Source: an optimization exercise on an open RTL-to-GDS flow (aim: small area). Production flows keep margins and buffers that such runs may drop. In this exercise RTL edits were held to simulation tests only and were not proved equivalent to the original. The clock cells of runs 1 and 3 to 8 come from the design's own scripts or RTL, not from TritonCTS. The clock port is modelled as an ideal driver, which makes a skipped or thinned clock tree look cheaper than it is; a real chip needs a root buffer or a tree. Power figures rest on the tool's default switching activity, not on a simulated workload.

==> design/flow/design.v <==
module DigitalSystemDesigning(
	clk,
	rst,
	sw,
	state_in,
	row,
	col_r,
	col_g,
	seg_row,
	seg_col
);
	input clk,rst,sw;
	input[3:0] state_in;
	output[7:0] row;
	output[7:0] col_r;
	output[7:0] col_g;
	output[7:0] seg_row;
	output[7:0] seg_col;
	localparam GO = 3'd0, LEFT = 3'd1, RIGHT = 3'd2, STOP = 3'd3, OFF = 3'd4, BLANK = 3'd5;
	localparam P_GO = 2'd0, P_L = 2'd1, P_R = 2'd2, P_S = 2'd3;
	reg[4:0] a;
	reg p;
	reg[6:0] c;
	reg[2:0] c8d;
	reg[2:0] e2;
	reg[2:0] e1;
	wire a_0 = (a == 5'b00000);
	wire a_1 = (a == 5'b00001);
	wire a_13 = (a == 5'b10111);
	wire a_24 = (a == 5'b10000);
	wire c_0 = (c == 7'b0000000);
	wire c_62 = (c == 7'b0000010);
	always@(posedge clk)
		if(rst)
			a <= 0;
		else
			a <= {a[3:0], a[4] ^ a[1] ^ (!a[2] && !a[3])};
	always@(posedge clk)
		if(rst)
			c <= 0;
		else if(a_24 && p)
			c <= {c[5:0], c[6] ^ c[0] ^ (!c[0] && !c[1])};
	always@(posedge clk)
		if(rst)
			c8d <= 0;
		else if(a_1 && p && c_62)
			c8d <= c8d + 1'b1;
	always@(posedge clk)
		if(rst)
			e2 <= 0;
		else if(a_13)
			e2 <= e2 + 1'b1;
	always@(posedge clk)
		if(rst)
			e1 <= 0;
		else if(a_1 && p)
			e1 <= e1 + 1'b1;
	wire sec_base = c_0 && (c8d == 3'd4);
	wire tick_1Hz = sec_base && a_0 && p;
	wire tick_1Hz_d = sec_base && a_1 && !p;
	function [7:0] b_step(input [7:0] s);
		b_step = {s[6:0], s[7] ^ s[0] ^ (s[1] && s[3] && !s[6])};
	endfunction
	reg[7:0] b1;
	reg[7:0] y;
	reg flag;
	wire b1_0 = (b1 == 8'h01);
	wire b1_240 = (b1 == 8'h80);
	wire y_0 = (y == 8'h01);
	wire y_239 = (y == 8'h40);
	always@(posedge clk)
		if(rst)
			b1 <= 8'h01;
		else
			b1 <= b_step(b1);
	always@(posedge clk)
		if(rst)
			begin
				y <= 8'h80;
				flag <= 1'b0;
			end
		else if(b1_240)
			begin
				if(!flag)
					begin
						if(y_0)
							begin
								flag <= 1'b1;
								y <= b_step(y);
							end
					end
				else
					begin
						if(y_239)
							begin
								flag <= 1'b0;
								y <= b_step(y);
							end
						else
							y <= b_step(b_step(y));
					end
			end
		else
			y <= b_step(y);
	reg on_d;
	always@(posedge clk)
		on_d <= y_0 || (on_d && !b1_0);
	wire[3:0] ns = sw ? state_in : 4'b1111;
	reg[2:0] cur;
	reg[1:0] prev;
	reg pend;
	reg[3:0] c10l;
	reg[3:0] c10r;
	reg[2:0] c5s;
	always@(posedge clk)
		if(rst)
			c10l <= 0;
		else if(tick_1Hz)
			begin
				if(!pend)
					c10l <= 0;
				else if(prev == P_L)
					c10l <= (c10l == 4'd10) ? 4'd0 : c10l + 1'b1;
			end
	always@(posedge clk)
		if(rst)
			c10r <= 0;
		else if(tick_1Hz)
			begin
				if(!pend)
					c10r <= 0;
				else if(prev == P_R)
					c10r <= (c10r == 4'd10) ? 4'd0 : c10r + 1'b1;
			end
	always@(posedge clk)
		if(rst)
			c5s <= 0;
		else if(tick_1Hz)
			begin
				if(!pend)
					c5s <= 0;
				else if(prev == P_S)
					c5s <= {c5s[1:0], !c5s[2]};
			end
	reg keep;
	always@(*)
		case(prev)
			P_L: keep = pend && (c10l != 4'd10);
			P_R: keep = pend && (c10r != 4'd10);
			P_S: keep = pend && (c5s != 3'b100);
			default: keep = 1'b0;
		endcase
	reg[1:0] m;
	localparam M_GO = 2'd0, M_OFF = 2'd1, M_ACT = 2'd2;
	always@(posedge clk)
		if(rst)
			begin
				m <= M_GO;
				prev <= P_GO;
				pend <= 1'b0;
			end
		else
			case(ns)
				4'b0001:
					begin
						m <= M_ACT;
						prev <= P_L;
						pend <= 1'b1;
					end
				4'b0010:
					begin
						m <= M_ACT;
						prev <= P_R;
						pend <= 1'b1;
					end
				4'b0100:
					begin
						m <= M_ACT;
						prev <= P_S;
						pend <= 1'b1;
					end
				4'b1111:
					m <= M_OFF;
				4'b0000:
					begin
						m <= keep ? M_ACT : M_GO;
						pend <= keep;
					end
				default:
					;
			endcase
	always@(*)
		cur = (m == M_ACT) ? {1'b0, prev} : (m == M_OFF) ? OFF : GO;
	reg[2:0] cur_d;
	always@(posedge clk)
		if(rst)
			cur_d <= BLANK;
		else
			cur_d <= cur;
	always@(posedge clk)
		if(rst)
			p <= 1'b0;
		else if(a_0 && cur_d != BLANK)
			p <= !p;
	wire[2:0] idx = (cur_d == GO) ? e2 : e1;
	reg[2:0] rid;
	always@(posedge clk)
		rid <= idx;
	assign row = (cur_d == BLANK) ? 8'hFF : ~(8'd1 << idx);
	wire[1:0] rm = rid[1:0] ^ {2{rid[2]}};
	wire[1:0] gd = rid[1:0] - c8d[1:0];
	wire g0 = (gd == 2'd0);
	wire g1 = !gd[1];
	wire g2 = gd[0] ^ gd[1];
	wire g3 = gd[1];
	wire[7:0] pat_go = {g0, g1, g2, g3, g3, g2, g1, g0};
	wire tx = (rm == 2'd3);
	wire[7:0] tl = {1'b0, tx, tx, tx, rm != 2'd2, rm != 2'd0, rm[1], tx};
	wire[15:0] tl2 = {tl, tl} >> c8d;
	wire[7:0] arrow = tl2[7:0];
	wire[7:0] arrow_rev = {arrow[0], arrow[1], arrow[2], arrow[3], arrow[4], arrow[5], arrow[6], arrow[7]};
	wire[3:0] xr = 4'b0001 << rm;
	wire[7:0] pat_x = {xr[0], xr[1], xr[2], xr[3], xr[3], xr[2], xr[1], xr[0]};
	assign col_r = (cur_d == STOP) ? pat_x : 8'd0;
	assign col_g = (cur_d == GO) ? (on_d ? pat_go : 8'd0) :
		(cur_d == LEFT) ? arrow :
		(cur_d == RIGHT) ? arrow_rev : 8'd0;
	reg sr7, sr6;
	always@(posedge clk)
		if(rst || !sw)
			begin
				sr7 <= 1'b1;
				sr6 <= 1'b1;
			end
		else
			begin
				sr7 <= p;
				sr6 <= !p;
			end
	assign seg_row = {sr7, sr6, 6'b11_1111};
	wire swd = !(sr7 && sr6);
	reg[3:0] uni;
	reg[3:0] ten;
	always@(posedge clk)
		if(rst)
			begin
				uni <= 0;
				ten <= 0;
			end
		else if(tick_1Hz_d)
			begin
				if(!swd)
					begin
						uni <= 0;
						ten <= 0;
					end
				else if(uni == 4'd9)
					begin
						uni <= 0;
						ten <= (ten == 4'd9) ? 4'd0 : ten + 1'b1;
					end
				else
					uni <= uni + 1'b1;
			end
	wire[3:0] digit = sr6 ? ten : uni;
	reg[7:0] seg;
	always@(*)
		case(digit)
			4'd0: seg = sr6 ? 8'b0000_0000 : 8'b1111_1100;
			4'd1: seg = 8'b0110_0000;
			4'd2: seg = 8'b1101_1010;
			4'd3: seg = 8'b1111_0010;
			4'd4: seg = 8'b0110_0110;
			4'd5: seg = 8'b1011_0110;
			4'd6: seg = 8'b1011_1110;
			4'd7: seg = 8'b1110_0000;
			4'd8: seg = 8'b1111_1110;
			default: seg = 8'b1111_0110;
		endcase
	assign seg_col = swd ? seg : 8'd0;
endmodule
==> design/flow/flow/run.sh <==
#!/bin/bash
# ORFS layout (standard.sh) with three changes:
# - synthesis maps logic with an area-oriented ABC script (flow/abc_area.script,
#   selected by ABC_AREA=1 from a private copy of the ORFS scripts folder) and
#   leaves adders to ABC instead of mapping them to half/full adder cells;
#   registers are untouched, so they keep the standard synthesis's names
# - ports are buffered with sky130_fd_sc_hd__buf_1
# - the clock tree uses sky130_fd_sc_hd__clkbuf_4 cells without dummy loads
set -euo pipefail
W=$(pwd)
rm -rf "$W/scripts"
cp -r "$FLOW_HOME/scripts" "$W/scripts"
cp "$W/flow/abc_area.script" "$W/scripts/abc_area.script"
cp "$W/flow/cts.tcl" "$W/scripts/cts.tcl"
export SCRIPTS_DIR="$W/scripts"
export ABC_AREA=1
export ADDER_MAP_FILE=
export BUFFER_PORTS_ARGS="-buffer_cell sky130_fd_sc_hd__buf_1"
export FLOW_CLOCK_BUF=sky130_fd_sc_hd__clkbuf_8
export FLOW_CLOCK_GROUPS=4
bash standard.sh > standard.log 2>&1
==> design/flow/flow/abc_area.script <==
strash
balance
rewrite
refactor
balance
rewrite
rewrite -z
balance
refactor -z
rewrite -z
balance
balance
rewrite
refactor
balance
rewrite
rewrite -z
balance
refactor -z
rewrite -z
balance
dch -f
amap
==> design/flow/flow/cts.tcl <==
utl::set_metrics_stage "cts__{}"
source $::env(SCRIPTS_DIR)/load.tcl
source $::env(SCRIPTS_DIR)/lec_check.tcl
erase_non_stage_variables cts
load_design 3_place.odb 3_place.sdc
source_step_tcl PRE CTS

# Clone clock tree inverters next to register loads
# so cts does not try to buffer the inverted clocks.
repair_clock_inverters

proc save_progress { stage } {
  puts "Run 'make gui_$stage.odb' to load progress snapshot"
  orfs_write_db $::env(RESULTS_DIR)/$stage.odb
  orfs_write_sdc $::env(RESULTS_DIR)/$stage.sdc
}

# Run CTS
set cts_args [list \
  -sink_clustering_enable \
  -repair_clock_nets]

append_env_var cts_args CTS_BUF_DISTANCE -distance_between_buffers 1
append_env_var cts_args CTS_CLUSTER_SIZE -sink_clustering_size 1
append_env_var cts_args CTS_CLUSTER_DIAMETER -sink_clustering_max_diameter 1
append_env_var cts_args CTS_BUF_LIST -buf_list 1
append_env_var cts_args CTS_LIB_NAME -library 1


if { [env_var_exists_and_non_empty CTS_ARGS] } {
  set cts_args $::env(CTS_ARGS)
}

set_dont_use $::env(DONT_USE_CELLS)

proc my_clock_buffers { } {
  set db [ord::get_db]
  set block [ord::get_db_block]
  set master [$db findMaster $::env(FLOW_CLOCK_BUF)]
  set ngroups $::env(FLOW_CLOCK_GROUPS)
  set src [lindex [get_property [lindex [all_clocks] 0] sources] 0]
  set bterm [$block findBTerm [get_property $src name]]
  set clknet [$bterm getNet]
  set sinks {}
  foreach it [$clknet getITerms] {
    set loc [[$it getInst] getLocation]
    lappend sinks [list $it [lindex $loc 0] [lindex $loc 1]]
  }
  set groups [list $sinks]
  if { $ngroups >= 2 } {
    set s [lsort -integer -index 1 $sinks]
    set h [expr { [llength $s] / 2 }]
    set groups [list [lrange $s 0 [expr { $h - 1 }]] [lrange $s $h end]]
  }
  if { $ngroups >= 4 } {
    set g4 {}
    foreach g $groups {
      set s [lsort -integer -index 2 $g]
      set h [expr { [llength $s] / 2 }]
      lappend g4 [lrange $s 0 [expr { $h - 1 }]] [lrange $s $h end]
    }
    set groups $g4
  }
  set k 0
  foreach g $groups {
    set inst [odb::dbInst_create $block $master "clkbuf_bench_$k"]
    set newnet [odb::dbNet_create $block "clknet_bench_$k"]
    $newnet setSigType CLOCK
    set sx 0
    set sy 0
    foreach e $g {
      set it [lindex $e 0]
      $it disconnect
      $it connect $newnet
      set sx [expr { $sx + [lindex $e 1] }]
      set sy [expr { $sy + [lindex $e 2] }]
    }
    set n [llength $g]
    [$inst findITerm A] connect $clknet
    [$inst findITerm X] connect $newnet
    $inst setLocation [expr { $sx / $n }] [expr { $sy / $n }]
    $inst setPlacementStatus PLACED
    puts "flow: clock buffer $k ($::env(FLOW_CLOCK_BUF)) drives $n sinks"
    incr k
  }
  set_propagated_clock [all_clocks]
}
my_clock_buffers

utl::push_metrics_stage "cts__{}__pre_repair_timing"
log_cmd estimate_parasitics -placement
if { $::env(DETAILED_METRICS) } {
  report_metrics 4 "cts pre-repair-timing"
}
utl::pop_metrics_stage

set_placement_padding -global \
  -left $::env(CELL_PAD_IN_SITES_DETAIL_PLACEMENT) \
  -right $::env(CELL_PAD_IN_SITES_DETAIL_PLACEMENT)

set result [catch { detailed_placement } msg]
if { $result != 0 } {
  save_progress 4_1_error
  error "Detailed placement failed in CTS: $msg"
}

log_cmd estimate_parasitics -placement

if { $::env(CTS_SNAPSHOTS) } {
  save_progress 4_1_pre_repair_hold_setup
}

if { !$::env(SKIP_CTS_REPAIR_TIMING) } {
  if { $::env(EQUIVALENCE_CHECK) } {
    write_eqy_verilog 4_before_rsz.v
  }
  if { $::env(LEC_CHECK) } {
    write_lec_verilog 4_before_rsz_lec.v
  }

  repair_timing_helper

  if { $::env(EQUIVALENCE_CHECK) } {
    run_equivalence_test
  }
  if { $::env(LEC_CHECK) } {
    write_lec_verilog 4_after_rsz_lec.v
    run_lec_test 4_rsz 4_before_rsz_lec.v 4_after_rsz_lec.v
  }

  set result [catch { detailed_placement } msg]
  if { $result != 0 } {
    save_progress 4_1_error
    error "Detailed placement failed in CTS: $msg"
  }

  check_placement -verbose
}

report_metrics 4 "cts final"

source_step_tcl POST CTS

orfs_write_db $::env(RESULTS_DIR)/4_1_cts.odb
orfs_write_sdc $::env(RESULTS_DIR)/4_cts.sdc
==> design/flow/standard.sh <==
#!/bin/bash
# synth_recipe.tcl (not shown) runs the flow's synth.tcl, then flattens the netlist and writes it again
# the make line also repeats each setting of config.mk as NAME=value (left out here)
make -C /OpenROAD-flow-scripts/flow DESIGN_CONFIG=/design/flow/config.mk WORK_HOME=/design/flow/orfs CLKGATE_MAP_FILE= SYNTH_SCRIPT=/design/flow/synth_recipe.tcl "${@:-finish}"
==> design/flow/config.mk <==
export PLATFORM = sky130hd
export DESIGN_NAME = DigitalSystemDesigning
export DESIGN_NICKNAME = DigitalSystemDesigning
export VERILOG_FILES = /design/flow/design.v
export SDC_FILE = /design/flow/constraint.sdc
export NUM_CORES = 4
export LEC_CHECK = 0
export CAP_MARGIN = 20
export CORE_MARGIN = 2
export CORE_UTILIZATION = 70
export PLACE_DENSITY = 0.75
export SLEW_MARGIN = 20
==> design/flow/constraint.sdc <==
create_clock -name core_clock -period 5.0 [get_ports {clk}]
set_input_delay 1.0000 -clock core_clock [delete_from_list [all_inputs] [get_ports {clk}]]
set_output_delay 1.0000 -clock core_clock [all_outputs]
set_load 0.01 [all_outputs]
==> flow_summary.toml, run 1 <==
[clocking]
clk_latency_ns = 0.16
ctsResizeCount = 0
holdBufCountCts = 0
clkTransAtPathRegs_ns = 0.10
post_cts_buffers = 0

[cells_and_area]
nets = 528
drive_above_1_share = 0.0116
fill_cells = 389
area_growth_pct = 6.05
postLayoutCoreUtil = 0.784
antenna_cells = 0

[detailed_routing]
ant_nets = 0
detail_route.first_pass.iterations = 5
drc = 0
drt_iter0_markers = 191
drt-vias-per-instance = 5.88
drt-total-wl_um = 7200
via_count = 3443
avgRoutedWirePerCell_um = 12.3

[timing]
final-setup-viol-count = 0
slew_viol_final = 0
finalClockSkew_ns = 0.00624
min_period_ns = 3.51
rsz0062_at_grt = "false"
finalSetupTns_ns = 0
timing.fmax_ghz = 0.285
final.period_utilization = 0.702
finalHoldViolCount = 0

[min_path]
hp-class = "reg2reg"

[power]
leakagePower_uw = 0.00127
peakVddDrop_mv = 0.298
p_per_area_nw_per_um2 = 249

[flow_run]
maxCapViolCount = 0

[setup_path]
cp_num_buf_inv = 4
arrival_ns = 2.51
crit_slowest_cell = "dfxtp_1"
end_kind = "primary output"
cp_cell_sequence = "clkinv_1 > o22ai_1 > clkinv_1 > nor2_1 > clkinv_1 > a21oi_1 > o21ai_0 > o221ai_1 > buf_1"
start_kind = "flip-flop"
crit_type = "reg2out"
crit_top_cell = "clkinv_1"
cpPeakStageDelay_ns = 0.37
crit_fanout = 7
required_ns = 4.00
cpLargestDelayFamily = "compound AO/OA/AOI/OAI gates"

[grt]
grt_max_degree = 49
grt_first_pass_wirelength_um = 12200
antenna_found_initial = 0
grt.total_usage = 0.263
grt_remaining_overflow = 0
grt_pass1_vias = 2940

[floorplanning]
fp.dieW_um = 75.3
initial_core_util = 0.739
die_h_um = 75.3
rows = 25
die-area_um2 = 5670
core_um2 = 4820
ios = 47

[yosys]
synthArstFlopShare = 0
ys_seq_area_frac = 0.405
yosys.cell_types.count = 39
syn-mean-instance-area_um2 = 7.37
ys_warn_count = 1
syn-cell-area_um2 = 3560
synth_edf_count = 0
ys.flop_type = "dfxtp_1"
syn_inst = 483
ys_ff_latch = 72

[place]
gp_congestion = 0.903
portBuffers = 39
hpwl_um = 5600

[status]
outcome = "no timing/DRC/antenna violations"
-- logic make-up after synthesis --
| kind of cell | share of synthesized area |
|---|---|
| flops | 0.405 |
| simple gates | 0.279 |
| other cells | 0.00211 |
| compound gates | 0.214 |
| buf+inv | 0.100 |
-- through the flow --
stage	std cells	power, µW	hold slack (ns)	cell area [µm²]	worst slack (ns)
floorplan	488	710	0.415	3580	2.12
global placement	582	735	0.435	3720	1.91
detailed placement	582	741	0.447	3720	1.73
CTS	586	945	0.461	3770	1.53
global route	586	990	0.474	3770	1.19
finish	586	942	0.452	3770	1.49
-- layer usage --
metal	up-vias	GRT usage	share of wire
li1	1778	-	-
met5	-	0	0
met3	8	0.0119	0.037
met4	0	0.0468	0.0090
met2	94	0.485	0.50
met1	1563	0.348	0.46
-- worst reg2reg max path: stages (launching register included) --
cell	delay, ns
dfxtp_1	0.57
clkinv_1	0.32
or4_1	0.62
or3_1	0.40
o21bai_1	0.22
nor2_1	0.19
nand2_1	0.14
o21ai_0	0.15
nor4b_1	0.23
-- Yosys cell counts (all sizes together), types with 2 or more instances --
cell | count | area (µm²)
nor4 | 8 | 50.1
o21ai | 24 | 120
a211oi | 5 | 37.5
nor3 | 37 | 185
a221oi | 5 | 43.8
and3 | 3 | 18.8
o22ai | 14 | 87.6
conb | 2 | 7.51
nor4b | 3 | 26.3
nand3 | 11 | 55.1
nand2b | 3 | 18.8
nand4 | 3 | 18.8
nor2b | 6 | 37.5
o221ai | 10 | 87.6
o22a | 5 | 43.8
and2 | 3 | 18.8
nand2 | 29 | 109
dfxtp | 72 | 1440
a21oi | 17 | 85.1
nor2 | 89 | 334
a31oi | 6 | 37.5
a2111oi | 2 | 17.5
a32oi | 4 | 35.0
a22oi | 9 | 67.6
o21bai | 3 | 22.5
buf | 13 | 97.6
clkinv | 69 | 259
or2 | 4 | 25.0
or3 | 14 | 87.6
-- flip-flops by register name (all words and copies together), names as in the netlist --
signal / cells
e2: 3
sr7: 1
c5s: 3
y: 8
cur_d: 3
flag: 1
b1: 8
rid: 3
ten: 4
c10l: 4
c8d: 3
p: 1
c10r: 4
uni: 4
pend: 1
e1: 3
a: 5
on_d: 1
c: 7
m: 2
prev: 2
sr6: 1
-- worst paths after layout --
path               start       end  slack (ns)  cells past startpoint
setup / recovery  rid[2]  col_g[4]        1.49                      9
hold / removal      a[2]      a[3]        0.45                      2
setup reg to reg  c8d[2]   c10r[3]        2.08                      8
hold reg to reg     a[2]      a[3]        0.45                      2
-- cells in the final DEF, fill, tap and decap left out, types with 2 or more instances in the layout --
master / synthesis / layout
a2111oi_0: 2 / 2
a211oi_1: 5 / 5
a21oi_1: 17 / 17
a221oi_1: 5 / 5
a22oi_1: 9 / 9
a31oi_1: 6 / 6
a32oi_1: 4 / 4
and2_0: 3 / 3
and3_1: 3 / 3
buf_1: 0 / 38
clkbuf_8: 0 / 4
clkinv_1: 69 / 69
conb_1: 2 / 7
dfxtp_1: 72 / 72
nand2_1: 29 / 29
nand2b_1: 3 / 3
nand3_1: 11 / 11
nand4_1: 3 / 3
nor2_1: 89 / 89
nor2b_1: 6 / 6
nor3_1: 37 / 37
nor4_1: 8 / 8
nor4b_1: 3 / 3
o21ai_0: 24 / 24
o21bai_1: 3 / 3
o221ai_1: 10 / 10
o22a_1: 5 / 5
o22ai_1: 14 / 14
or2_0: 4 / 4
or3_1: 14 / 14
-- layout make-up --
type | instances | area, µm² | area share
Multi-Input combinational cell | 334 | 1780 | 0.472
Tap cell | 67 | 83.8 | 0.0222
Timing Repair Buffer | 40 | 155 | 0.0411
Buffer | 4 | 55.1 | 0.0146
Sequential cell | 72 | 1440 | 0.382
Inverter | 69 | 259 | 0.0686
-- where the power goes --
group | total [µW] | switching [µW] | internal [µW]
clock | 212 | 138 | 74.5
sequential | 602 | 12.8 | 589
combinational | 127 | 85.1 | 42.3
total | 942 | 236 | 706
==> inputs of run 2 (changes only) <==
--- a/design/flow/config.mk
+++ b/design/flow/config.mk
@@ -7,6 +7,6 @@
 export LEC_CHECK = 0
 export CAP_MARGIN = 20
 export CORE_MARGIN = 2
-export CORE_UTILIZATION = 70
-export PLACE_DENSITY = 0.75
+export CORE_UTILIZATION = 85
+export PLACE_DENSITY = 0.9
 export SLEW_MARGIN = 20
==> run 2 against run 1 <==
  * The flow now stops in global placement without I/O (3_1_place_gp_skip_io)
  * Synthesized area unchanged
  * Synthesized cell count unchanged
==> flow_summary.toml, run 2 <==
[status]
failed_stage = "global placement without I/O (3_1_place_gp_skip_io)"
tool.error = "[ERROR GPL-0301] Utilization 104.056 % exceeds 100%."
outcome = "aborted with a tool error"

[yosys]
ys_warn_count = 1
ys_seq_area_frac = 0.405
yosysMostFrequentCell = "nor2_1"
netlist.area_leader.share = 0.405
synth_edf_count = 0
ys.flop_type = "dfxtp_1"
yosysTopAreaCell = "dfxtp_1"
synthArstFlopShare = 0
syn-mean-instance-area_um2 = 7.37
synth.area.top_cells = "dfxtp_1 40%, nor2_1 9.4%, clkinv_1 7.3%, nor3_1 5.2%, o21ai_0 3.4%"
yosys.cell_types.count = 39
syn-cell-area_um2 = 3560
synthTopCellsByCount = "89 x nor2_1, 72 x dfxtp_1, 69 x clkinv_1"
ys_ff_latch = 72
syn_inst = 483

[floorplanning]
rows = 23
die_h_um = 68.7
initial_core_util = 0.884
fp.dieW_um = 68.7
run 2: logic make-up after synthesis:
logic type      Yosys count  synth area share
simple gates            214             0.279
other cells               2           0.00211
flops                    72             0.405
buf+inv                  82             0.100
compound gates          113             0.214
==> inputs of run 3 (changes only) <==
==> design/flow/flow/abc_area.script (replaced) <==
strash
&get -n
&deepsyn -T 120
&put
dch -f
amap
--- a/design/flow/config.mk
+++ b/design/flow/config.mk
@@ -7,6 +7,6 @@
 export LEC_CHECK = 0
 export CAP_MARGIN = 20
 export CORE_MARGIN = 2
-export CORE_UTILIZATION = 85
-export PLACE_DENSITY = 0.9
+export CORE_UTILIZATION = 70
+export PLACE_DENSITY = 0.75
 export SLEW_MARGIN = 20
==> run 3 against run 2 <==
  * The run now finishes clean
  * Synthesized area decreased by 3.6%
  * Synthesized cell count shrank 3.9%
==> flow_summary.toml, run 3 <==
[grt]
antenna_found_initial = 0
grt_remaining_overflow = 0
grt_max_degree = 27
grt_pass1_vias = 2775
grt.total_usage = 0.246
grt_first_pass_wirelength_um = 11300

[detailed_routing]
ant_nets = 0
avgRoutedWirePerCell_um = 12.1
drt-total-wl_um = 6850
drt_iter0_markers = 211
via_count = 3251
drt-vias-per-instance = 5.73
detail_route.first_pass.iterations = 5
drc = 0

[yosys]
netlist.area_leader.share = 0.420
yosys.cell_types.count = 35
synthTopCellsByCount = "74 x nor2_1, 72 x dfxtp_1, 61 x clkinv_1"
ys_ff_latch = 72
ys.flop_type = "dfxtp_1"
synth_edf_count = 0
syn-cell-area_um2 = 3430
synthArstFlopShare = 0
syn-mean-instance-area_um2 = 7.40
syn_inst = 464
yosysMostFrequentCell = "nor2_1"
yosysTopAreaCell = "dfxtp_1"
ys_seq_area_frac = 0.420
synth.area.top_cells = "dfxtp_1 42%, nor2_1 8.1%, clkinv_1 6.7%, o21ai_0 5.4%, nor3_1 4.5%"
ys_warn_count = 1

[floorplanning]
core_um2 = 4720
die_h_um = 74.0
fp.dieW_um = 74.0
rows = 25
die-area_um2 = 5480
initial_core_util = 0.727
ios = 47

[timing]
min_period_ns = 3.52
rsz0062_at_grt = "false"
finalHoldViolCount = 0
slew_headroom = 0.469
timing.fmax_ghz = 0.284
final-setup-viol-count = 0
slew_viol_final = 0
final.period_utilization = 0.703
worst_pin_slew_ns = 0.788
finalSetupTns_ns = 0
finalClockSkew_ns = 0.00905
holdWs_ns = 0.446

[min_path]
hp-class = "reg2reg"
hold-path-cell-count = 2

[setup_path]
cp_cell_sequence = "clkinv_1 > o21ai_0 > o21ai_0 > nor2_1 > nor2_1 > a211oi_1 > nor2_1 > nor2_1 > o21ai_0 > buf_1"
cp_num_buf_inv = 2
cp.depth = 10
cpPeakStageDelay_ns = 0.55
reg2reg_depth = 14
cpLargestDelayFamily = "compound AO/OA/AOI/OAI gates"
endpoint = "col_g[5]"
rrSetupSlack_ns = 1.83
crit_top_cell = "nor2_1"
end_kind = "primary output"
crit_type = "reg2out"
r2r_end = "ten[1]"
r2r-start = "a[3]"
start_kind = "flip-flop"
startpoint = "rid[1]"
required_ns = 4.00
crit_fanout = 6
arrival_ns = 2.52
crit_slowest_cell = "o21ai_0"

[cells_and_area]
nets = 509
area_growth_pct = 6.23
layout_common_cells = "74 x nor2_1, 72 x dfxtp_1, 61 x clkinv_1, 39 x buf_1, 37 x o21ai_0"
top_regs = "b1: 8 flops, y: 8 flops, c: 7 flops"
drive_above_1_share = 0.0100
final_common_cell = "nor2_1"
antenna_cells = 0

[power]
p_sw_uw = 224
p_per_area_nw_per_um2 = 254
p_int_uw = 702
p_clk_frac = 0.224
combPwrFrac = 0.126
leakagePower_uw = 0.00120
peakVddDrop_mv = 0.272
switching_share = 0.242
finalPower_uw = 926
sequentialPowerShare = 0.650

[place]
hpwl_um = 5300
gp_congestion = 1.00
portBuffers = 39

[flow_run]
maxCapViolCount = 0

[status]
outcome = "no timing/DRC/antenna violations"

[clocking]
clkTransAtPathRegs_ns = 0.10
holdBufCountCts = 0
ctsResizeCount = 0
clk_latency_ns = 0.16
post_cts_buffers = 0
-- run 3: changes by cell type after synthesis, moves of 4 or more --
cell,before,now
nor2_1,89,74
o21ai_0,24,37
a22oi_1,9,1
clkinv_1,69,61
o221ai_1,10,2
o22ai_1,14,21
nor3_1,37,31
nand2_1,29,34
o21a_1,1,6
a221oi_1,5,1
a31oi_1,6,2
a32oi_1,4,0
-- run 3: worst register-to-register path, cell delays in order (launching register included) --
cell and delay, ns:
dfxtp_1 0.33, or2_0 0.26, or3_1 0.37, or3_1 0.42, or3_1 0.36, nor2_1 0.18, clkinv_1 0.13, nor2_1 0.18
nand2_1 0.11, nor2_1 0.20, nand2_1 0.07, o21ai_0 0.10, nand2_1 0.10, a21oi_1 0.16, nor3_1 0.06
-- run 3: per-layer routing --
metal / share of wire / track usage / up-vias
met5: 0 / 0 / -
met4: 0.011 / 0.0444 / 0
met3: 0.038 / 0.0136 / 10
met2: 0.48 / 0.447 / 76
met1: 0.47 / 0.327 / 1480
li1: - / - / 1685
-- run 3: cell type report --
class	instances	area, µm²
Multi-Input combinational cell	323	1680
Sequential cell	72	1440
Fill cell	375	1080
Inverter	61	229
Timing Repair Buffer	40	154
Tap cell	67	83.8
Buffer	4	55.1
-- run 3: cells by family after synthesis --
group                  Yosys count  synth area share
and+or+nand+nor                198             0.267
AOI/OAI and AO/OA              118             0.216
buffers and inverters           74            0.0951
DFF                             72             0.420
other                            2           0.00219
-- run 3: worst min-delay path by stage --
stage | start | endpoint | slack [ns]
floorplan | b1[3] | b1[4] | 0.41
global placement | a[2] | a[3] | 0.42
detailed placement | b1[3] | b1[4] | 0.43
CTS | a[2] | a[3] | 0.45
global route | a[2] | a[3] | 0.47
finish | a[2] | a[3] | 0.45
-- run 3: power by group through the flow --
stage | Clock, µW | Combinational (µW) | Sequential, µW
6_report | 207 | 116 | 602
5_1_grt | 233 | 132 | 604
4_1_cts | 212 | 115 | 602
3_5_place_dp | 0 | 115 | 615
3_3_place_gp | 0 | 112 | 615
2_1_floorplan | 0 | 88.8 | 612
-- run 3: per-stage QoR --
step	setup WS (ns)	cell area [µm²]	utilization	instances
after floorplan	2.10	3450	-	469
after detailed placement	1.74	3590	0.761	563
after global routing	1.17	3650	0.772	567
after CTS	1.54	3650	0.772	567
final	1.48	3650	0.772	567
after global placement	1.80	3590	0.761	563
==> inputs of run 4 (changes only) <==
--- a/design/flow/design.v
+++ b/design/flow/design.v
@@ -109,6 +109,7 @@
 	reg[2:0] cur;
 	reg[1:0] prev;
 	reg pend;
+	localparam T10 = 4'b0010;
 	reg[3:0] c10l;
 	reg[3:0] c10r;
 	reg[2:0] c5s;
@@ -120,7 +121,7 @@
 				if(!pend)
 					c10l <= 0;
 				else if(prev == P_L)
-					c10l <= (c10l == 4'd10) ? 4'd0 : c10l + 1'b1;
+					c10l <= (c10l == T10) ? 4'd0 : {c10l[2:0], !(c10l[3] ^ c10l[2])};
 			end
 	always@(posedge clk)
 		if(rst)
@@ -130,7 +131,7 @@
 				if(!pend)
 					c10r <= 0;
 				else if(prev == P_R)
-					c10r <= (c10r == 4'd10) ? 4'd0 : c10r + 1'b1;
+					c10r <= (c10r == T10) ? 4'd0 : {c10r[2:0], !(c10r[3] ^ c10r[2])};
 			end
 	always@(posedge clk)
 		if(rst)
@@ -145,8 +146,8 @@
 	reg keep;
 	always@(*)
 		case(prev)
-			P_L: keep = pend && (c10l != 4'd10);
-			P_R: keep = pend && (c10r != 4'd10);
+			P_L: keep = pend && (c10l != T10);
+			P_R: keep = pend && (c10r != T10);
 			P_S: keep = pend && (c5s != 3'b100);
 			default: keep = 1'b0;
 		endcase
--- a/design/flow/flow/run.sh
+++ b/design/flow/flow/run.sh
@@ -18,4 +18,5 @@
 export BUFFER_PORTS_ARGS="-buffer_cell sky130_fd_sc_hd__buf_1"
 export FLOW_CLOCK_BUF=sky130_fd_sc_hd__clkbuf_8
 export FLOW_CLOCK_GROUPS=4
+export SKIP_REPAIR_TIE_FANOUT=1
 bash standard.sh > standard.log 2>&1
==> design/flow/flow/abc_area.script (replaced) <==
strash
balance
rewrite
refactor
balance
rewrite
rewrite -z
balance
refactor -z
rewrite -z
balance
balance
rewrite
refactor
balance
rewrite
rewrite -z
balance
refactor -z
rewrite -z
balance
dch -f
amap
==> run 4 against run 3 <==
  * Combinational power grew 6%
  * Critical endpoint is now col_g[4]
  * Cell count grew 1.6%
  * Cell area grew 2.7%
  * Critical path depth shrank 1
  * Largest cell class unchanged
  * Register-to-register slack gained 0.31 ns
==> flow_summary.toml, run 4 <==
[power]
switching_share = 0.250
sequentialPowerShare = 0.643
leakagePower_uw = 0.00121
p_per_area_nw_per_um2 = 250
p_int_uw = 703
combPwrFrac = 0.131
p_sw_uw = 234
p_clk_frac = 0.226
peakVddDrop_mv = 0.262

[yosys]
ys_seq_area_frac = 0.406
synth.area.top_cells = "dfxtp_1 41%, nor2_1 8.7%, clkinv_1 7.3%, nor3_1 4.1%, o22ai_1 3.3%"
synthTopCellsByCount = "82 x nor2_1, 72 x dfxtp_1, 69 x clkinv_1"
netlist.area_leader.share = 0.406
syn-cell-area_um2 = 3550
synthArstFlopShare = 0
yosys.cell_types.count = 38
syn-mean-instance-area_um2 = 7.43
syn_inst = 478
ys_warn_count = 1
synth_edf_count = 0
yosysTopAreaCell = "dfxtp_1"
ys_ff_latch = 72
yosysMostFrequentCell = "nor2_1"
ys.flop_type = "dfxtp_1"

[cells_and_area]
fill_cells = 394
layout_common_cells = "82 x nor2_1, 72 x dfxtp_1, 69 x clkinv_1, 38 x buf_1, 31 x nand2_1"
postLayoutCoreUtil = 0.778
drive_above_1_share = 0.0118
area_growth_pct = 5.53
antenna_cells = 0
nets = 518
final_common_cell = "nor2_1"
top_regs = "b1: 8 flops, y: 8 flops, c: 7 flops"

[timing]
slew_viol_final = 0
finalSetupTns_ns = 0
finalHoldViolCount = 0
worst_pin_slew_ns = 0.549
timing.fmax_ghz = 0.281
min_period_ns = 3.56
final.period_utilization = 0.712
slew_headroom = 0.631
finalClockSkew_ns = 0.00678
final-setup-viol-count = 0
rsz0062_at_grt = "false"

[min_path]
hp-class = "reg2reg"
holdCritStartpoint = "b1[3]"

[clocking]
ctsResizeCount = 0
post_cts_buffers = 0
clk_latency_ns = 0.16
holdBufCountCts = 0
clkTransAtPathRegs_ns = 0.10

[place]
gp_congestion = 0.915
hpwl_um = 5790
portBuffers = 39

[flow_run]
maxCapViolCount = 0

[floorplanning]
die-area_um2 = 5660
die_h_um = 75.2
core_um2 = 4820
initial_core_util = 0.737
rows = 25
ios = 47
fp.dieW_um = 75.2

[grt]
grt.total_usage = 0.272
grt_max_degree = 53
grt_pass1_vias = 3093
grt_remaining_overflow = 0
antenna_found_initial = 0
grt_first_pass_wirelength_um = 12700

[setup_path]
startpoint = "rid[2]"
required_ns = 4.00
start_kind = "flip-flop"
crit_fanout = 7
crit_type = "reg2out"
arrival_ns = 2.56
r2r-start = "c8d[2]"
end_kind = "primary output"

[detailed_routing]
via_count = 3462
detail_route.first_pass.iterations = 5
drt-total-wl_um = 7600
drt-vias-per-instance = 6.01
drt_iter0_markers = 180
avgRoutedWirePerCell_um = 13.2
ant_nets = 0
drc = 0

[status]
outcome = "no timing/DRC/antenna violations"
==> run 4: kinds of logic after synthesis <==
kind of cell	Yosys count	synth area share
and+or+nand+nor	196	0.254
AOI/OAI and AO/OA	126	0.238
buffers and inverters	82	0.100
DFF	72	0.406
other	2	0.00211
==> run 4: routing by layer <==
layer,GRT usage,routed length [µm],vias to the layer above,share of wire
li1,-,-,1754,-
met1,0.343,3370,1601,0.44
met2,0.521,3830,100,0.50
met3,0.0174,346,7,0.046
met4,0.0331,46,0,0.0061
met5,0,0,-,0
==> run 4: worst max-delay path, cell delays in order (launching register included) <==
cell      delay (ns)
dfxtp_1         0.38
clkinv_1        0.09
o22ai_1         0.44
clkinv_1        0.20
nor2_1          0.26
clkinv_1        0.21
o22ai_1         0.24
o22ai_1         0.14
o221ai_1        0.23
buf_1           0.19
==> run 4: power groups by stage <==
| stage | Clock (µW) | Sequential (µW) | Combinational, µW |
|---|---|---|---|
| global route | 236 | 604 | 139 |
| detailed placement | 0 | 615 | 121 |
| floorplan | 0 | 611 | 93.0 |
| finish | 212 | 602 | 123 |
| global placement | 0 | 614 | 116 |
| CTS | 217 | 601 | 122 |
==> run 4: metrics by stage <==
step / hold slack (ns) / setup slack (ns) / cell area [µm²] / total power (µW) / cells
2_1_floorplan: 0.410 / 2.11 / 3550 / 704 / 478
3_3_place_gp: 0.426 / 1.88 / 3690 / 730 / 572
3_5_place_dp: 0.436 / 1.70 / 3690 / 736 / 572
4_1_cts: 0.456 / 1.49 / 3750 / 940 / 576
5_1_grt: 0.475 / 1.22 / 3750 / 979 / 576
6_report: 0.457 / 1.44 / 3750 / 936 / 576
==> run 4: final cells by class <==
| class | instances | area (µm²) | area share |
|---|---|---|---|
| repair buffers | 40 | 155 | 0.0414 |
| flip-flops and latches | 72 | 1440 | 0.385 |
| multi-input cells | 324 | 1750 | 0.468 |
| well taps | 67 | 83.8 | 0.0224 |
| plain buffers | 4 | 55.1 | 0.0147 |
| inverters | 69 | 259 | 0.0691 |
==> run 4: worst paths after layout <==
path	end	slack (ns)	depth (start not counted)
hold reg to reg	b1[4]	0.46	2
hold / removal	b1[4]	0.46	2
setup reg to reg	ten[3]	2.14	11
setup / recovery	col_g[4]	1.44	9
==> inputs of run 5 (changes only) <==
==> design/flow/flow/run.sh (replaced) <==
#!/bin/bash
# Layout flow: the standard ORFS flow (standard.sh) run with a private copy
# of the ORFS scripts folder in which two files are replaced:
#  - abc_area.script (selected by ABC_AREA=1): an area-oriented ABC script for
#    the combinational logic; adders are also left to ABC (ADDER_MAP_FILE
#    empty). Registers are mapped as in the standard synthesis and keep its
#    cell types and names.
#  - cts.tcl: in place of TritonCTS's H-tree, the clock port drives four
#    clkbuf_8 buffers, each driving the registers of one quarter of them
#    (split at the median x, then at the median y), placed at their centre.
#    The rest of the step (timing repair, detailed placement) is unchanged.
# Ports are buffered with buf_1 cells, and the tie cells are not split per port.
# The output of each tool goes to standard.log and ORFS's logs under orfs/logs.
set -euo pipefail
W=$(pwd)
rm -rf "$W/scripts"
cp -r "$FLOW_HOME/scripts" "$W/scripts"
cp "$W/flow/abc_area.script" "$W/scripts/abc_area.script"
cp "$W/flow/cts.tcl" "$W/scripts/cts.tcl"
export SCRIPTS_DIR="$W/scripts"
export ABC_AREA=1
export ADDER_MAP_FILE=
export BUFFER_PORTS_ARGS="-buffer_cell sky130_fd_sc_hd__buf_1"
export FLOW_CLOCK_BUF=sky130_fd_sc_hd__clkbuf_8
export FLOW_CLOCK_GROUPS=4
export SKIP_REPAIR_TIE_FANOUT=1
bash standard.sh > standard.log 2>&1
==> design/flow/flow/abc_area.script (replaced) <==
strash
&get -n
&deepsyn -T 120
&put
dch -f
amap
==> run 5 against run 4 <==
  * Die area shrank 1.9%
  * Largest cell class unchanged
  * Power is essentially flat
  * Via count shrank 7.4%
  * Worst hold slack lost 0.0098 ns
  * Largest power group unchanged
  * Core utilization shrank 0.48 points
  * Critical endpoint is now col_g[3]
==> flow_summary.toml, run 5 <==
[status]
outcome = "no timing/DRC/antenna violations"

[detailed_routing]
ant_nets = 0
drt-vias-per-instance = 5.66
drt-total-wl_um = 6910
avgRoutedWirePerCell_um = 12.2
detail_route.first_pass.iterations = 4
drc = 0
drt_iter0_markers = 137
via_count = 3207

[setup_path]
r2r_end = "ten[3]"
r2r-start = "c8d[2]"
reg2reg_depth = 14
start_kind = "flip-flop"
required_ns = 4.00
rrSetupSlack_ns = 1.84
endpoint = "col_g[3]"
crit_type = "reg2out"
end_kind = "primary output"
startpoint = "rid[1]"
crit_fanout = 6
arrival_ns = 2.37

[yosys]
ys_seq_area_frac = 0.414
yosys.cell_types.count = 37
synthTopCellsByCount = "76 x clkinv_1, 72 x dfxtp_1, 64 x nor2_1"
yosysMostFrequentCell = "clkinv_1"
ys_ff_latch = 72
synth.area.top_cells = "dfxtp_1 41%, clkinv_1 8.2%, nor2_1 6.9%, nor3_1 5.0%, o21ai_0 4.9%"
synthArstFlopShare = 0
syn-mean-instance-area_um2 = 7.42
ys_warn_count = 1
yosysTopAreaCell = "dfxtp_1"
syn_inst = 469
netlist.area_leader.share = 0.414
synth_edf_count = 0
ys.flop_type = "dfxtp_1"
syn-cell-area_um2 = 3480

[floorplanning]
rows = 25
initial_core_util = 0.732
ios = 47
die-area_um2 = 5550
die_h_um = 74.5
fp.dieW_um = 74.5
core_um2 = 4750

[clocking]
ctsResizeCount = 0
holdBufCountCts = 0
clk_latency_ns = 0.16
post_cts_buffers = 0
clkTransAtPathRegs_ns = 0.11

[power]
p_per_area_nw_per_um2 = 255
leakagePower_uw = 0.00118
finalPower_uw = 936
peakVddDrop_mv = 0.268

[cells_and_area]
nets = 509
layout_common_cells = "76 x clkinv_1, 72 x dfxtp_1, 64 x nor2_1, 39 x buf_1, 35 x nor3_1"
drive_above_1_share = 0.0100
top_regs = "b1: 8 flops, y: 8 flops, c: 7 flops"
antenna_cells = 0
area_growth_pct = 5.61
final_common_cell = "clkinv_1"
postLayoutCoreUtil = 0.773

[min_path]
hold-path-cell-count = 1
hp-class = "reg2reg"

[timing]
min_period_ns = 3.37
final.period_utilization = 0.675
slew_viol_final = 0
final-setup-viol-count = 0
setup_ws_ns = 1.63
finalClockSkew_ns = 0.00794
finalSetupTns_ns = 0
rsz0062_at_grt = "false"
timing.fmax_ghz = 0.296
holdWs_ns = 0.447
slew_headroom = 0.425
worst_pin_slew_ns = 0.853
finalHoldViolCount = 0

[flow_run]
maxCapViolCount = 0

[place]
gp_congestion = 0.949
preCtsSetupSlack_ns = 1.84
portBuffers = 39
hpwl_um = 5320

[grt]
grt.total_usage = 0.244
grt_max_degree = 31
grt_remaining_overflow = 0
antenna_found_initial = 0
grt_pass1_vias = 2853
grt_first_pass_wirelength_um = 11400
[run 5: metal layers]
layer	up-vias	GRT usage	routed length, µm
met5	-	0	0
met4	0	0.0437	58
met3	6	0.0176	211
met2	59	0.449	3360
met1	1467	0.316	3290
li1	1675	-	-
[run 5: cell type report]
cell class	instances	area [µm²]
Tap cell	67	83.8
Inverter	76	285
Buffer	4	55.1
Sequential cell	72	1440
Timing Repair Buffer	40	154
Multi-Input combinational cell	308	1660
Fill cell	376	1080
[run 5: critical path, cell delays in order (launching register included)]
cell	delay (ns)
dfxtp_1	0.38
clkinv_1	0.13
o22ai_1	0.39
clkinv_1	0.21
nor3_1	0.21
nor3_1	0.10
o21ai_0	0.26
o21a_1	0.19
nor2_1	0.05
nor2_1	0.08
o21ai_0	0.08
buf_1	0.15
[run 5: where the power goes]
| group | leakage (µW) | total (µW) | internal [µW] | switching (µW) |
|---|---|---|---|---|
| clock | 0.0000288 | 216 | 74.6 | 141 |
| sequential | 0.000586 | 601 | 589 | 11.2 |
| combinational | 0.000569 | 120 | 40.0 | 79.6 |
| total | 0.00118 | 936 | 704 | 232 |
[run 5: kinds of logic (layout without fill, tap and decap cells)]
logic type,count (synthesis),in the layout,share of synthesized area
AOI/OAI and AO/OA,117,117,0.219
buffers and inverters,89,120,0.110
DFF,72,72,0.414
other,2,2,0.00216
and+or+nand+nor,189,189,0.254
[run 5: how the worst min path moves through the flow]
stage	start	endpoint	slack (ns)
after floorplan	p	sr6	0.39
after global placement	p	sr6	0.41
after detailed placement	p	sr6	0.42
after CTS	b1[3]	b1[4]	0.45
after global routing	b1[3]	b1[4]	0.46
final	p	sr6	0.45
[run 5: metrics by stage]
stage          area [µm²]  cells
5_1_grt              3680    567
3_3_place_gp         3620    563
4_1_cts              3680    567
6_report             3680    567
3_5_place_dp         3620    563
2_1_floorplan        3480    469
==> inputs of run 6 (changes only) <==
--- a/design/flow/design.v
+++ b/design/flow/design.v
@@ -109,7 +109,6 @@
 	reg[2:0] cur;
 	reg[1:0] prev;
 	reg pend;
-	localparam T10 = 4'b0010;
 	reg[3:0] c10l;
 	reg[3:0] c10r;
 	reg[2:0] c5s;
@@ -121,7 +120,7 @@
 				if(!pend)
 					c10l <= 0;
 				else if(prev == P_L)
-					c10l <= (c10l == T10) ? 4'd0 : {c10l[2:0], !(c10l[3] ^ c10l[2])};
+					c10l <= (c10l == 4'd10) ? 4'd0 : c10l + 1'b1;
 			end
 	always@(posedge clk)
 		if(rst)
@@ -131,7 +130,7 @@
 				if(!pend)
 					c10r <= 0;
 				else if(prev == P_R)
-					c10r <= (c10r == T10) ? 4'd0 : {c10r[2:0], !(c10r[3] ^ c10r[2])};
+					c10r <= (c10r == 4'd10) ? 4'd0 : c10r + 1'b1;
 			end
 	always@(posedge clk)
 		if(rst)
@@ -146,8 +145,8 @@
 	reg keep;
 	always@(*)
 		case(prev)
-			P_L: keep = pend && (c10l != T10);
-			P_R: keep = pend && (c10r != T10);
+			P_L: keep = pend && (c10l != 4'd10);
+			P_R: keep = pend && (c10r != 4'd10);
 			P_S: keep = pend && (c5s != 3'b100);
 			default: keep = 1'b0;
 		endcase
==> run 6 against run 5 <==
  * Register-to-register slack got worse by 0.09 ns
  * Power shrank 1.5%
  * Worst hold slack worse by 0.0024 ns
  * Sequential power barely moved
  * Die area fell by 1.0%
  * Still clean on timing, DRC and antenna
  * Sequential cell count unchanged
  * First-iteration DRC count rose by 52%
  * Largest power group unchanged
  * Setup slack got worse by 0.032 ns
  * Maximum frequency fell by 0.93%
  * Cell count increased by 0.53%
  * Sequential share of layout area is 0.40 points higher
  * Via count is 2.8% higher
==> flow_summary.toml, run 6 <==
[place]
hpwl_um = 5430
gp_congestion = 0.939
portBuffers = 39
placed_area_um2 = 3580
preCtsSetupSlack_ns = 1.81

[setup_path]
end_kind = "primary output"
r2r_end = "ten[1]"
startpoint = "c8d[0]"
reg2reg_depth = 15
required_ns = 4.00
cpLargestDelayFamily = "compound AO/OA/AOI/OAI gates"
start_kind = "flip-flop"
r2r-start = "c8d[2]"
crit_type = "reg2out"
crit_top_cell = "nor2_1"
cp_cell_sequence = "clkinv_1 > a21oi_1 > clkinv_1 > a221oi_1 > nor2_1 > a21oi_1 > o21a_1 > nor2_1 > nor2_1 > o21ai_0 > buf_1"
crit_fanout = 8
crit_slowest_cell = "a221oi_1"
arrival_ns = 2.41
cp_num_buf_inv = 3
cpPeakStageDelay_ns = 0.43
rrSetupSlack_ns = 1.75

[yosys]
yosys.cell_types.count = 36
ys_ff_latch = 72
ys.flop_type = "dfxtp_1"
syn-cell-area_um2 = 3440
ys_warn_count = 1
yosysMostFrequentCell = "nor2_1"
yosysTopAreaCell = "dfxtp_1"
synthTopCellsByCount = "84 x nor2_1, 72 x dfxtp_1, 70 x clkinv_1"
syn_inst = 472
synthArstFlopShare = 0
syn-mean-instance-area_um2 = 7.30
netlist.area_leader.share = 0.419
synth.area.top_cells = "dfxtp_1 42%, nor2_1 9.2%, clkinv_1 7.6%, nor3_1 4.4%, nand2_1 4.3%"
ys_seq_area_frac = 0.419
synth_edf_count = 0

[timing]
finalHoldViolCount = 0
timing.fmax_ghz = 0.294
finalClockSkew_ns = 0.00698
setup_ws_ns = 1.59
worst_pin_slew_ns = 0.786
finalSetupTns_ns = 0
slew_headroom = 0.470
slew_viol_final = 0
min_period_ns = 3.41
final.period_utilization = 0.681
final-setup-viol-count = 0
rsz0062_at_grt = "false"

[power]
finalPower_uw = 922
p_sw_uw = 224
p_clk_frac = 0.227
combPwrFrac = 0.119
switching_share = 0.243
p_int_uw = 698
peakVddDrop_mv = 0.319
sequentialPowerShare = 0.654
p_per_area_nw_per_um2 = 254
leakagePower_uw = 0.00118

[grt]
grt_remaining_overflow = 0
use_met1 = 0.360
grt_max_degree = 29
use_met2 = 0.464
grt.busiest_layer = "met2"
groute.layer.met3.usage = 0.00949
grt.total_usage = 0.261
grt_pass1_vias = 2880
antenna_found_initial = 0
grt_first_pass_wirelength_um = 12000

[min_path]
hold-path-cell-count = 2
holdCritStartpoint = "a[2]"
hold_end = "a[3]"
hp-class = "reg2reg"

[cells_and_area]
top_regs = "b1: 8 flops, y: 8 flops, c: 7 flops"
nets = 512
final_common_cell = "nor2_1"
drive_above_1_share = 0.00994
postLayoutCoreUtil = 0.770
antenna_cells = 0
final_area_um2 = 3640
layout_common_cells = "84 x nor2_1, 72 x dfxtp_1, 70 x clkinv_1, 39 x nand2_1, 39 x buf_1"
area_growth_pct = 5.67

[floorplanning]
ios = 47
fp.dieW_um = 74.1
rows = 25
die-area_um2 = 5500
die_h_um = 74.1
core_um2 = 4720
initial_core_util = 0.729

[flow_run]
maxCapViolCount = 0

[clocking]
clkTransAtPathRegs_ns = 0.10
holdBufCountCts = 0
ctsResizeCount = 0
post_cts_buffers = 0
clk_latency_ns = 0.16

[detailed_routing]
avgRoutedWirePerCell_um = 12.2
drc = 0
drt-vias-per-instance = 5.78
ant_nets = 0
detail_route.first_pass.iterations = 5
drt-total-wl_um = 6960
via_count = 3297
drt_iter0_markers = 208

[status]
outcome = "no timing/DRC/antenna violations"
run 6: changes by cell type in the layout (fill, tap and decap cells not counted), sizes merged, moves of 7 or more:
cell   previous run  this run
a21oi            11        24
nand2            32        39
nor2             64        84
o21ai            34        27
o22a             12         1
or2               9         2
run 6: stage by stage:
stage	hold slack, ns	instances
4_1_cts	0.444	570
3_5_place_dp	0.429	566
2_1_floorplan	0.410	472
6_report	0.444	570
5_1_grt	0.469	570
3_3_place_gp	0.425	566
run 6: worst max-delay path by stage:
stage,to,slack (ns),depth (start not counted)
floorplan,col_g[5],2.10,9
global placement,col_g[5],1.84,10
detailed placement,col_g[5],1.81,10
CTS,col_g[5],1.61,10
global route,col_g[5],1.32,11
finish,col_g[7],1.59,11
run 6: worst min-delay path, stage by stage, from the launching register on:
cell and delay [ns]:
dfxtp_1 0.32, clkinv_1 0.06, nor2_1 0.04
run 6: power by group through the flow:
stage / combinational [µW] / sequential, µW / clock, µW
after detailed placement: 109 / 616 / 0
after global routing: 125 / 606 / 234
after global placement: 106 / 615 / 0
final: 110 / 603 / 209
after floorplan: 83.7 / 613 / 0
after CTS: 109 / 603 / 210
run 6: cell families (layout without fill, tap and decap cells):
family                 Yosys count  after routing  share of synthesized area
flip-flops                      72             72                      0.419
AO/OA/AOI/OAI                  112            112                      0.209
AND/OR/NAND/NOR                203            203                      0.266
buffers and inverters           83            114                      0.105
other                            2              2                    0.00218
run 6: cell type report:
| cell class | count | area, µm² |
|---|---|---|
| Buffer | 4 | 55.1 |
| Fill cell | 361 | 1080 |
| Inverter | 70 | 263 |
| Multi-Input combinational cell | 317 | 1640 |
| Sequential cell | 72 | 1440 |
| Tap cell | 67 | 83.8 |
| Timing Repair Buffer | 40 | 154 |
run 6: layer usage:
metal,share of wire,wire [µm]
met5,0,0
met1,0.46,3200
met3,0.045,314
met4,0.014,96
met2,0.48,3350
==> inputs of run 7 (changes only) <==
==> design/flow/flow/run.sh (replaced) <==
#!/bin/bash
# Layout flow: the standard ORFS flow (standard.sh) run with private copies
# of the ORFS scripts folder in which two files are replaced:
#  - abc_area.script (selected by ABC_AREA=1): an area-oriented ABC script for
#    the combinational logic (ABC's &deepsyn, then area mapping); adders are
#    also left to ABC (ADDER_MAP_FILE empty). Synthesis runs once for each of
#    four &deepsyn random seeds, and the flow goes on with the smallest
#    netlist. Registers are mapped as in the standard synthesis and keep its
#    cell types and names.
#  - cts.tcl: in place of TritonCTS's H-tree, the clock port drives four
#    clkbuf_8 buffers, each driving the registers of one quarter of them
#    (split at the median x, then at the median y), placed at their centre.
#    The rest of the step (timing repair, detailed placement) is unchanged.
# Ports are buffered with buf_1 cells, and the tie cells are not split per port.
# Each synthesis run logs to synth_s<seed>.log, the rest to standard.log, and
# ORFS's own logs are under orfs/logs.
set -euo pipefail
W=$(pwd)
export ABC_AREA=1
export ADDER_MAP_FILE=
export BUFFER_PORTS_ARGS="-buffer_cell sky130_fd_sc_hd__buf_1"
export FLOW_CLOCK_BUF=sky130_fd_sc_hd__clkbuf_8
export FLOW_CLOCK_GROUPS=4
export SKIP_REPAIR_TIE_FANOUT=1
SEEDS="0 1 2 3"
for s in $SEEDS; do
  rm -rf "$W/scripts_s$s" "$W/orfs_s$s"
  cp -r "$FLOW_HOME/scripts" "$W/scripts_s$s"
  sed "s/SEED/$s/" "$W/flow/abc_area.script" > "$W/scripts_s$s/abc_area.script"
  cp "$W/flow/cts.tcl" "$W/scripts_s$s/cts.tcl"
  sed "s#WORK_HOME=$W/orfs #WORK_HOME=$W/orfs_s$s #" "$W/standard.sh" > "$W/standard_s$s.sh"
  grep -q "WORK_HOME=$W/orfs_s$s " "$W/standard_s$s.sh"
  (SCRIPTS_DIR="$W/scripts_s$s" NUM_CORES=1 bash "$W/standard_s$s.sh" synth > "$W/synth_s$s.log" 2>&1) &
done
wait
best=""
best_area=""
for s in $SEEDS; do
  stat="$W/orfs_s$s/reports/$FLOW_PLATFORM/DigitalSystemDesigning/base/synth_stat.txt"
  area=$(awk '/Chip area for module/ {print $NF}' "$stat")
  echo "seed $s: synthesized area $area"
  if [[ -z "$best" ]] || awk -v a="$area" -v b="$best_area" 'BEGIN {exit !(a < b)}'; then
    best=$s
    best_area=$area
  fi
done
echo "using seed $best"
rm -rf "$W/orfs"
mv "$W/orfs_s$best" "$W/orfs"
export SCRIPTS_DIR="$W/scripts_s$best"
bash standard.sh > standard.log 2>&1
==> design/flow/flow/abc_area.script (replaced) <==
strash
&get -n
&deepsyn -T 120 -S SEED
&put
dch -f
amap
==> run 7 against run 6 <==
  * Critical path depth unchanged
  * Die area unchanged
  * Cell area unchanged
  * Core utilization unchanged
  * Wire length unchanged
  * Synthesized area unchanged
  * Still clean on timing, DRC and antenna
  * Sequential cell count unchanged
  * Maximum frequency unchanged
  * Power unchanged
  * Global-route usage unchanged
  * Clock skew unchanged
==> flow_summary.toml, run 7 <==
[status]
outcome = "no timing/DRC/antenna violations"

[timing]
slew_viol_final = 0
final.period_utilization = 0.681
finalClockSkew_ns = 0.00698
min_period_ns = 3.41
finalSetupTns_ns = 0
rsz0062_at_grt = "false"
worst_pin_slew_ns = 0.786
finalHoldViolCount = 0
final-setup-viol-count = 0
slew_headroom = 0.470
timing.fmax_ghz = 0.294

[setup_path]
cpLargestDelayFamily = "compound AO/OA/AOI/OAI gates"
cpPeakStageDelay_ns = 0.43
start_kind = "flip-flop"
crit_top_cell = "nor2_1"
startpoint = "c8d[0]"
crit_fanout = 8
crit_type = "reg2out"
crit_slowest_cell = "a221oi_1"
end_kind = "primary output"
r2r-start = "c8d[2]"
cp_cell_sequence = "clkinv_1 > a21oi_1 > clkinv_1 > a221oi_1 > nor2_1 > a21oi_1 > o21a_1 > nor2_1 > nor2_1 > o21ai_0 > buf_1"
cp_num_buf_inv = 3
arrival_ns = 2.41
required_ns = 4.00

[place]
placed_area_um2 = 3580
dp_cells = 566
hpwl_um = 5430
portBuffers = 39
gp_congestion = 0.939

[cells_and_area]
antenna_cells = 0
fill_cells = 361
fin_cells = 570
multi_input_area_um2 = 1640
final_common_cell = "nor2_1"
top_regs = "b1: 8 flops, y: 8 flops, c: 7 flops"
seqCellArea_um2 = 1440
layout_common_cells = "84 x nor2_1, 72 x dfxtp_1, 70 x clkinv_1, 39 x nand2_1, 39 x buf_1"
nets = 512
drive_above_1_share = 0.00994
area_growth_pct = 5.67
final_area_um2 = 3640
postLayoutCoreUtil = 0.770

[clocking]
clk_latency_ns = 0.16
holdBufCountCts = 0
clkTransAtPathRegs_ns = 0.10
ctsResizeCount = 0
post_cts_buffers = 0

[detailed_routing]
routed-wl-met3_um = 314
avgRoutedWirePerCell_um = 12.2
ant_nets = 0
wl_met2_um = 3350
drt_iter0_markers = 208
detail_route.first_pass.iterations = 5
drt-vias-per-instance = 5.78
drt-total-wl_um = 6960
via_count = 3297
highest_layer = "met4"
m1WireLength_um = 3200
drc = 0

[yosys]
synthArstFlopShare = 0
synthTopCellsByCount = "84 x nor2_1, 72 x dfxtp_1, 70 x clkinv_1"
yosys.cell_types.count = 36
ys_warn_count = 1
synth_edf_count = 0
syn-mean-instance-area_um2 = 7.30
syn_inst = 472
netlist.area_leader.share = 0.419
syn-cell-area_um2 = 3440
ys.flop_type = "dfxtp_1"
yosysMostFrequentCell = "nor2_1"
yosysTopAreaCell = "dfxtp_1"
ys_seq_area_frac = 0.419
ys_ff_latch = 72
synth.area.top_cells = "dfxtp_1 42%, nor2_1 9.2%, clkinv_1 7.6%, nor3_1 4.4%, nand2_1 4.3%"

[power]
leakagePower_uw = 0.00118
finalPower_uw = 922
peakVddDrop_mv = 0.319
p_per_area_nw_per_um2 = 254

[grt]
grt_max_degree = 29
grt_pass1_vias = 2880
grt_remaining_overflow = 0
grt_first_pass_wirelength_um = 12000
grt.total_usage = 0.261
antenna_found_initial = 0

[floorplanning]
die-area_um2 = 5500
fp.dieW_um = 74.1
rows = 25
core_um2 = 4720
ios = 47
die_h_um = 74.1
initial_core_util = 0.729

[min_path]
hp-class = "reg2reg"
holdCritStartpoint = "a[2]"

[flow_run]
maxCapViolCount = 0
-- run 7: power by group --
part | switching [µW] | leakage (µW) | internal, µW
combinational | 75.3 | 0.000569 | 34.7
sequential | 13.8 | 0.000585 | 589
clock | 135 | 0.0000288 | 74.4
total | 224 | 0.00118 | 698
-- run 7: tightest hold or removal path: stages, from the launching register on --
cell,delay (ns)
dfxtp_1,0.32
clkinv_1,0.06
nor2_1,0.04
-- run 7: path summary, 6_finish.rpt --
check                                end  slack, ns  depth (start not counted)
worst max-delay path            col_g[7]       1.59                         11
worst min-delay path                a[3]       0.44                          2
worst max register to register    ten[1]       1.75                         15
worst min register to register      a[3]       0.44                          2
-- run 7: per-stage QoR --
step	setup slack, ns	hold WS (ns)
finish	1.59	0.444
global route	1.32	0.469
CTS	1.61	0.444
detailed placement	1.81	0.429
global placement	1.84	0.425
floorplan	2.10	0.410
-- run 7: final cells by class --
type                    instances  share of cell area
flip-flops and latches         72               0.396
repair buffers                 40              0.0423
well taps                      67              0.0230
inverters                      70              0.0722
multi-input cells             317               0.451
plain buffers                   4              0.0151
-- run 7: metal layers --
metal	GRT usage	up-vias
met3	0.00949	12
met2	0.464	95
met4	0.0465	0
li1	-	1691
met1	0.360	1499
met5	0	-
-- run 7: cells by family (layout without fill, tap and decap cells) --
group / Yosys count / after routing / synth area share
AOI/OAI and AO/OA: 112 / 112 / 0.209
buffers and inverters: 83 / 114 / 0.105
DFF: 72 / 72 / 0.419
other: 2 / 2 / 0.00218
and+or+nand+nor: 203 / 203 / 0.266
==> inputs of run 8 (changes only) <==
--- a/design/flow/design.v
+++ b/design/flow/design.v
@@ -109,6 +109,7 @@
 	reg[2:0] cur;
 	reg[1:0] prev;
 	reg pend;
+	localparam T10 = 4'b0010;
 	reg[3:0] c10l;
 	reg[3:0] c10r;
 	reg[2:0] c5s;
@@ -120,7 +121,7 @@
 				if(!pend)
 					c10l <= 0;
 				else if(prev == P_L)
-					c10l <= (c10l == 4'd10) ? 4'd0 : c10l + 1'b1;
+					c10l <= (c10l == T10) ? 4'd0 : {c10l[2:0], !(c10l[3] ^ c10l[2])};
 			end
 	always@(posedge clk)
 		if(rst)
@@ -130,7 +131,7 @@
 				if(!pend)
 					c10r <= 0;
 				else if(prev == P_R)
-					c10r <= (c10r == 4'd10) ? 4'd0 : c10r + 1'b1;
+					c10r <= (c10r == T10) ? 4'd0 : {c10r[2:0], !(c10r[3] ^ c10r[2])};
 			end
 	always@(posedge clk)
 		if(rst)
@@ -145,8 +146,8 @@
 	reg keep;
 	always@(*)
 		case(prev)
-			P_L: keep = pend && (c10l != 4'd10);
-			P_R: keep = pend && (c10r != 4'd10);
+			P_L: keep = pend && (c10l != T10);
+			P_R: keep = pend && (c10r != T10);
 			P_S: keep = pend && (c5s != 3'b100);
 			default: keep = 1'b0;
 		endcase
==> run 8 against run 7 <==
  * Wire length is 1.8% higher
  * Critical endpoint is now seg_col[6]
  * Sequential power hardly changed
  * Sequential cell count stayed put
  * Power is 1.3% higher
  * Synthesized cell count is 1.5% lower
==> flow_summary.toml, run 8 <==
[setup_path]
start_kind = "flip-flop"
cp_num_buf_inv = 3
rrSetupSlack_ns = 1.97
end_kind = "primary output"
cp_cell_sequence = "clkinv_1 > or2_0 > o21a_1 > nor2_1 > a31oi_1 > nor3_1 > clkinv_1 > o311ai_0 > nor2_1 > o22ai_1 > a21oi_1 > o21ai_0 > buf_1"
arrival_ns = 2.59
required_ns = 4.00
reg2reg_depth = 13
cpLargestDelayFamily = "simple AND/OR/NAND/NOR gates"
crit_type = "reg2out"
cpPeakStageDelay_ns = 0.44
startpoint = "sr6"
crit_fanout = 7
r2r-start = "c[0]"
r2r_end = "ten[1]"
crit_slowest_cell = "dfxtp_1"

[clocking]
post_cts_buffers = 0
clkTransAtPathRegs_ns = 0.11
ctsResizeCount = 0
clk_latency_ns = 0.16
holdBufCountCts = 0

[yosys]
ys_warn_count = 1
netlist.area_leader.share = 0.418
ys_seq_area_frac = 0.418
ys_ff_latch = 72
synth_simple_gate_area_frac = 0.246
syn-mean-instance-area_um2 = 7.41
synth_adder_area_share = 0
syn_inst = 465
yosysMostFrequentCell = "clkinv_1"
ys.flop_type = "dfxtp_1"
yosys.cell_types.count = 35
synth.area.top_cells = "dfxtp_1 42%, clkinv_1 8.4%, nor2_1 7.6%, o22ai_1 5.3%, nor3_1 4.2%"
yosysTopAreaCell = "dfxtp_1"
syn-cell-area_um2 = 3440
synth_top_family_by_area = "simple AND/OR/NAND/NOR gates"
synthArstFlopShare = 0
synthXorXnorAreaFrac = 0
synth_edf_count = 0
synthTopCellsByCount = "77 x clkinv_1, 72 x dfxtp_1, 70 x nor2_1"
synth_compound_area_frac = 0.222
synth.area.mux_share = 0

[grt]
grt_remaining_overflow = 0
groute.layer.met3.usage = 0.00949
use_met1 = 0.339
grt.busiest_layer = "met2"
antenna_found_initial = 0
grt.total_usage = 0.252
grt_pass1_vias = 2825
grt_first_pass_wirelength_um = 11700
use_met2 = 0.463
grt_max_degree = 28

[power]
leakagePower_uw = 0.00117
peakVddDrop_mv = 0.210
p_per_area_nw_per_um2 = 257
finalPower_uw = 934

[cells_and_area]
fill_cells = 386
antenna_cells = 0
final_common_cell = "clkinv_1"
nets = 505
drive_above_1_share = 0.0101
layout_common_cells = "77 x clkinv_1, 72 x dfxtp_1, 70 x nor2_1, 39 x buf_1"
top_regs = "b1: 8 flops, y: 8 flops, c: 7 flops"
area_growth_pct = 5.67

[detailed_routing]
drc = 0
via_count = 3269
detail_route.first_pass.iterations = 5
avgRoutedWirePerCell_um = 12.6
drt-vias-per-instance = 5.81
drt-total-wl_um = 7080
drt_iter0_markers = 173
ant_nets = 0

[timing]
final.period_utilization = 0.718
final-setup-viol-count = 0
worst_pin_slew_ns = 0.873
min_period_ns = 3.59
rsz0062_at_grt = "false"
timing.fmax_ghz = 0.279
finalHoldViolCount = 0
slew_headroom = 0.412
finalSetupTns_ns = 0
slew_viol_final = 0
finalClockSkew_ns = 0.0105

[min_path]
holdCritStartpoint = "a[2]"
hold_end = "a[3]"
hold-path-cell-count = 2
hp-class = "reg2reg"

[floorplanning]
fp.dieW_um = 74.2
die_h_um = 74.2
core_um2 = 4720
rows = 25
die-area_um2 = 5500
ios = 47
initial_core_util = 0.729

[status]
outcome = "no timing/DRC/antenna violations"

[flow_run]
maxCapViolCount = 0

[place]
gp_congestion = 0.939
hpwl_um = 5390
portBuffers = 39
run 8: area by class of cell:
| class | instances | area [µm²] | share of cell area |
|---|---|---|---|
| sequential | 72 | 1440 | 0.396 |
| inverter | 77 | 289 | 0.0794 |
| tap | 67 | 83.8 | 0.0230 |
| multi-input combinational | 303 | 1620 | 0.444 |
| timing repair buffer | 40 | 154 | 0.0423 |
| buffer | 4 | 55.1 | 0.0151 |
run 8: logic make-up (layout without fill, tap and decap cells):
group	after synthesis	in the layout
other	2	2
DFF	72	72
and+or+nand+nor	182	182
AOI/OAI and AO/OA	119	119
buffers and inverters	90	121
run 8: how the worst max path moves through the flow:
stage	to	slack, ns	cells past startpoint
after floorplan	seg_col[6]	1.50	12
after global placement	row[1]	1.83	6
after detailed placement	seg_col[6]	1.66	13
after CTS	seg_col[6]	1.46	13
after global routing	seg_col[6]	1.18	13
final	seg_col[6]	1.41	13
run 8: through the flow:
| stage | setup slack (ns) | cells | cell area, µm² | utilization | hold slack, ns |
|---|---|---|---|---|---|
| 2_1_floorplan | 1.50 | 465 | 3440 | - | 0.407 |
| 3_3_place_gp | 1.83 | 559 | 3580 | 0.759 | 0.425 |
| 3_5_place_dp | 1.66 | 559 | 3580 | 0.759 | 0.431 |
| 4_1_cts | 1.46 | 563 | 3640 | 0.771 | 0.446 |
| 5_1_grt | 1.18 | 563 | 3640 | 0.771 | 0.460 |
| 6_report | 1.41 | 563 | 3640 | 0.771 | 0.438 |
run 8: worst register-to-register path: stages (launching register included):
cell,delay (ns)
dfxtp_1,0.35
nor4_1,0.29
nand3_1,0.18
or3_1,0.40
or3_1,0.36
nor2_1,0.15
clkinv_1,0.11
o21ai_0,0.21
nor2_1,0.11
and3_1,0.21
o21ai_0,0.22
nand2_1,0.10
a21oi_1,0.15
nor3_1,0.06
run 8: report_power, final:
group          switching (µW)  total [µW]  internal [µW]  leakage, µW
registers                11.9         601            590     0.000586
clock network             140         215           74.6    0.0000288
logic                    80.0         118           38.1     0.000557
total                     232         934            702      0.00117
run 8: routing by layer:
layer	vias up	share of wire
met5	-	0
met1	1481	0.47
li1	1674	-
met4	0	0.012
met3	12	0.046
met2	102	0.48
